From an optimization exercise on the open Yosys and OpenROAD flow, aimed at small area and a short achievable clock period; shortcuts taken in it are not production practice.
RTL that was checked went through simulation tests only; none was proved equivalent to the original.
Power is estimated from default activity; no workload was simulated.

// alu_stage
module alu_stage (
    input   logic           clk,
    input   logic [4:0]     op,
    input   logic [31:0]    a,
    input   logic [31:0]    b,
    output  logic [31:0]    y
);
Size: roughly 100 flip-flops, ~100 I/O pins, about 0.0089 sq mm of cells after synthesis.
==> module ALU_pre, before the edit <==
module ALU_pre (
    input   logic [4:0]     op_i,
    input   logic [31:0]    a_i,
    input   logic [31:0]    b_i,
    output  logic [31:0]    p_o,
    output  logic [31:0]    g_o,
    output  logic [3:0]     sel_o
);
    logic is_add, is_sub, is_xor, is_or, is_and, is_sll, is_sra, is_srl;
    logic is_jalr, is_eq, is_ne, is_cmp, is_scmp, is_lt, is_shr, is_sh;
    logic neg, arith, kx, kn;
    always_comb begin
        is_add  = op_i == 5'd0;
        is_sub  = op_i == 5'd1;
        is_xor  = op_i == 5'd2;
        is_or   = op_i == 5'd3;
        is_and  = op_i == 5'd4;
        is_sll  = op_i == 5'd5;
        is_sra  = op_i == 5'd8;
        is_srl  = op_i == 5'd9;
        is_jalr = op_i == 5'd10;
        is_eq   = op_i == 5'd11;
        is_ne   = op_i == 5'd12;
        is_cmp  = (op_i == 5'd6) | (op_i == 5'd7) | (op_i == 5'd13) |
                  (op_i == 5'd14) | (op_i == 5'd15) | (op_i == 5'd16);
        is_scmp = (op_i == 5'd6) | (op_i == 5'd13) | (op_i == 5'd15);
        is_lt   = (op_i == 5'd6) | (op_i == 5'd7) | (op_i == 5'd13) | (op_i == 5'd14);
        is_shr  = is_sra | is_srl;
        is_sh   = is_shr | is_sll;
        neg     = is_sub | is_cmp | is_eq | is_ne;
        arith   = is_add | is_jalr | is_sub | is_cmp;
        kx      = arith | is_xor | is_or;
        kn      = is_or | is_and;
    end
    logic [31:0] bb, x, n, a_rev;
    assign bb = b_i ^ {32{neg}};
    assign x  = a_i ^ bb;
    assign n  = a_i & bb;
    always_comb for (int i = 0; i < 32; i++) a_rev[i] = a_i[31-i];
    logic big, eq;
    assign big = |b_i[31:5];
    assign eq  = &x;            
    always_comb begin
        p_o = ({32{kx}}     & x) |
              ({32{kn}}     & n) |
              ({32{is_shr}} & a_i) |
              ({32{is_sll}} & a_rev);
        g_o = {32{arith}} & n;
        if (is_scmp) g_o[31] = ~(a_i[31] | bb[31]);
        if (is_jalr) p_o[0] = 1'b0;
        if (is_sub)  p_o[0] = ~x[0];
        if (is_cmp)  p_o[0] = is_lt;
        if (is_eq)   p_o[0] = eq;
        if (is_ne)   p_o[0] = ~eq;
        if (is_sub | is_cmp) g_o[0] = n[0] | x[0];
        if (is_sh)   g_o = {26'b0, is_sra, b_i[4:0] | {5{big}}};
        sel_o = {is_sll & ~big, is_sra | (is_srl & ~big), is_cmp,
                 ~(is_sh | is_cmp)};
    end
endmodule
==> flow/config.mk <==
export PLATFORM = sky130hd
export DESIGN_NAME = alu_stage
export DESIGN_NICKNAME = alu_stage
export VERILOG_FILES = /design/flow/design.v
export SDC_FILE = /design/flow/constraint.sdc
export NUM_CORES = 4
export LEC_CHECK = 0
export ABC_AREA = 1
export CAP_MARGIN = 20
export CORE_MARGIN = 2
export CORE_UTILIZATION = 40
export SETUP_SLACK_MARGIN = 3.0
export SLEW_MARGIN = 20
export SYNTH_HIERARCHICAL = 1
export TNS_END_PERCENT = 100
==> flow/constraint.sdc <==
create_clock -name core_clock -period 5.0 [get_ports {clk}]
set_input_delay 1.0000 -clock core_clock [delete_from_list [all_inputs] [get_ports {clk}]]
set_output_delay 1.0000 -clock core_clock [all_outputs]
set_load 0.01 [all_outputs]
standard.sh (not shown) runs the stock make flow with config.mk's settings and CLKGATE_MAP_FILE= SYNTH_SCRIPT=/design/flow/synth_recipe.tcl, a recipe that flattens the netlist after the stock synthesis.
==> flow/flow/run.sh <==
#!/bin/bash
# Standard layout, with plain buffers (instead of the delay cells that
# buffer_ports picks by default) on the input and output ports.
set -euo pipefail
bash standard.sh BUFFER_PORTS_ARGS="-buffer_cell sky130_fd_sc_hd__buf_2" finish > standard_make.log 2>&1
Then changed:
--- a/flow/design.v
+++ b/flow/design.v
@@ -298,31 +298,32 @@
         neg     = is_sub | is_cmp | is_eq | is_ne;
         arith   = is_add | is_jalr | is_sub | is_cmp;
-        kx      = arith | is_xor | is_or;
+        kx      = arith | is_xor | is_or | is_eq | is_ne;
         kn      = is_or | is_and;
     end
-    logic [31:0] bb, x, n, a_rev;
-    assign bb = b_i ^ {32{neg}};
-    assign x  = a_i ^ bb;
-    assign n  = a_i & bb;
+    logic [31:0] x, n, m, a_rev;
+    assign x = a_i ^ b_i;
+    assign n = a_i & b_i;
+    assign m = a_i & ~b_i;
     always_comb for (int i = 0; i < 32; i++) a_rev[i] = a_i[31-i];
-    logic big, eq;
+    logic big;
     assign big = |b_i[31:5];
-    assign eq  = &x;            
     always_comb begin
-        p_o = ({32{kx}}     & x) |
+        p_o = ({32{kx}}     & (x ^ {32{neg}})) |
               ({32{kn}}     & n) |
               ({32{is_shr}} & a_i) |
               ({32{is_sll}} & a_rev);
-        g_o = {32{arith}} & n;
-        if (is_scmp) g_o[31] = ~(a_i[31] | bb[31]);
+        g_o = ({32{is_add | is_jalr}} & n) |
+              ({32{is_sub | is_cmp}}  & m);
+        if (is_scmp) g_o[31] = ~a_i[31] & b_i[31];
         if (is_jalr) p_o[0] = 1'b0;
-        if (is_sub)  p_o[0] = ~x[0];
+        if (is_sub)  p_o[0] = x[0];
         if (is_cmp)  p_o[0] = is_lt;
-        if (is_eq)   p_o[0] = eq;
-        if (is_ne)   p_o[0] = ~eq;
-        if (is_sub | is_cmp) g_o[0] = n[0] | x[0];
+        if (is_eq)   p_o[0] = 1'b0;
+        if (is_ne)   p_o[0] = 1'b1;
+        if (is_sub | is_cmp) g_o[0] = a_i[0] | ~b_i[0];
+        if (is_eq | is_ne)   g_o[0] = ~x[0];
         if (is_sh)   g_o = {26'b0, is_sra, b_i[4:0] | {5{big}}};
-        sel_o = {is_sll & ~big, is_sra | (is_srl & ~big), is_cmp,
-                 ~(is_sh | is_cmp)};
+        sel_o = {is_sll & ~big, is_sra | (is_srl & ~big), is_cmp | is_eq | is_ne,
+                 ~(is_sh | is_cmp | is_eq | is_ne)};
     end
 endmodule
Result: Fmax is higher by 68%. Worst hold slack gets better by 0.014 ns. Cell area fell by about 2.3%. Routed wire length grows by about 4.4%. Global-route usage is lower by 0.40 points. Total power fell by about 13%. Sequential cell count does not change. Area after synthesis rose by 8.8%. Count of clock-buffer cells in the layout falls by 1. Setup slack gains 1.3 ns. Non-clock buffer count falls by 32. Via count rose by 5.6%. Die area climbs by 8.6%. Final cell count climbs by 9.9%.
The RTL of the first run of this note was laid out without a check of its function.

==> what the ideal ports hide <==
How much do the figures lean on ideal ports? The routed layouts below were timed once more, with nothing changed but the port constraints. Step 1: set_driving_cell puts a clkbuf_16 on clk and a buf_2 on each other input, an assumption about the parent block. Step 2, shift: input delay + t, output delay - t, t = (earliest + latest rising clock arrival at the registers) / 2. This alone moves slack from input paths to output paths. Slacks: ideal / step 1 / step 2; pairs: ideal / step 1.
run	shift t [ns]	setup slack, ns	worst hold slack (ns)	worst setup path after step 2	pins driven straight from the clock port
the first run	0.400	1.682 / 1.662 / 1.262	0.546 / 0.546 / 0.546	input to register	1
the second run	0.405	3.029 / 3.055 / 2.649	0.559 / 0.559 / 0.559	input to register	1
After both steps setup and hold are still met in every run listed. The setup slack of the first run, which loses most, moves by -0.020 ns with the drivers and by -0.420 ns with both steps.
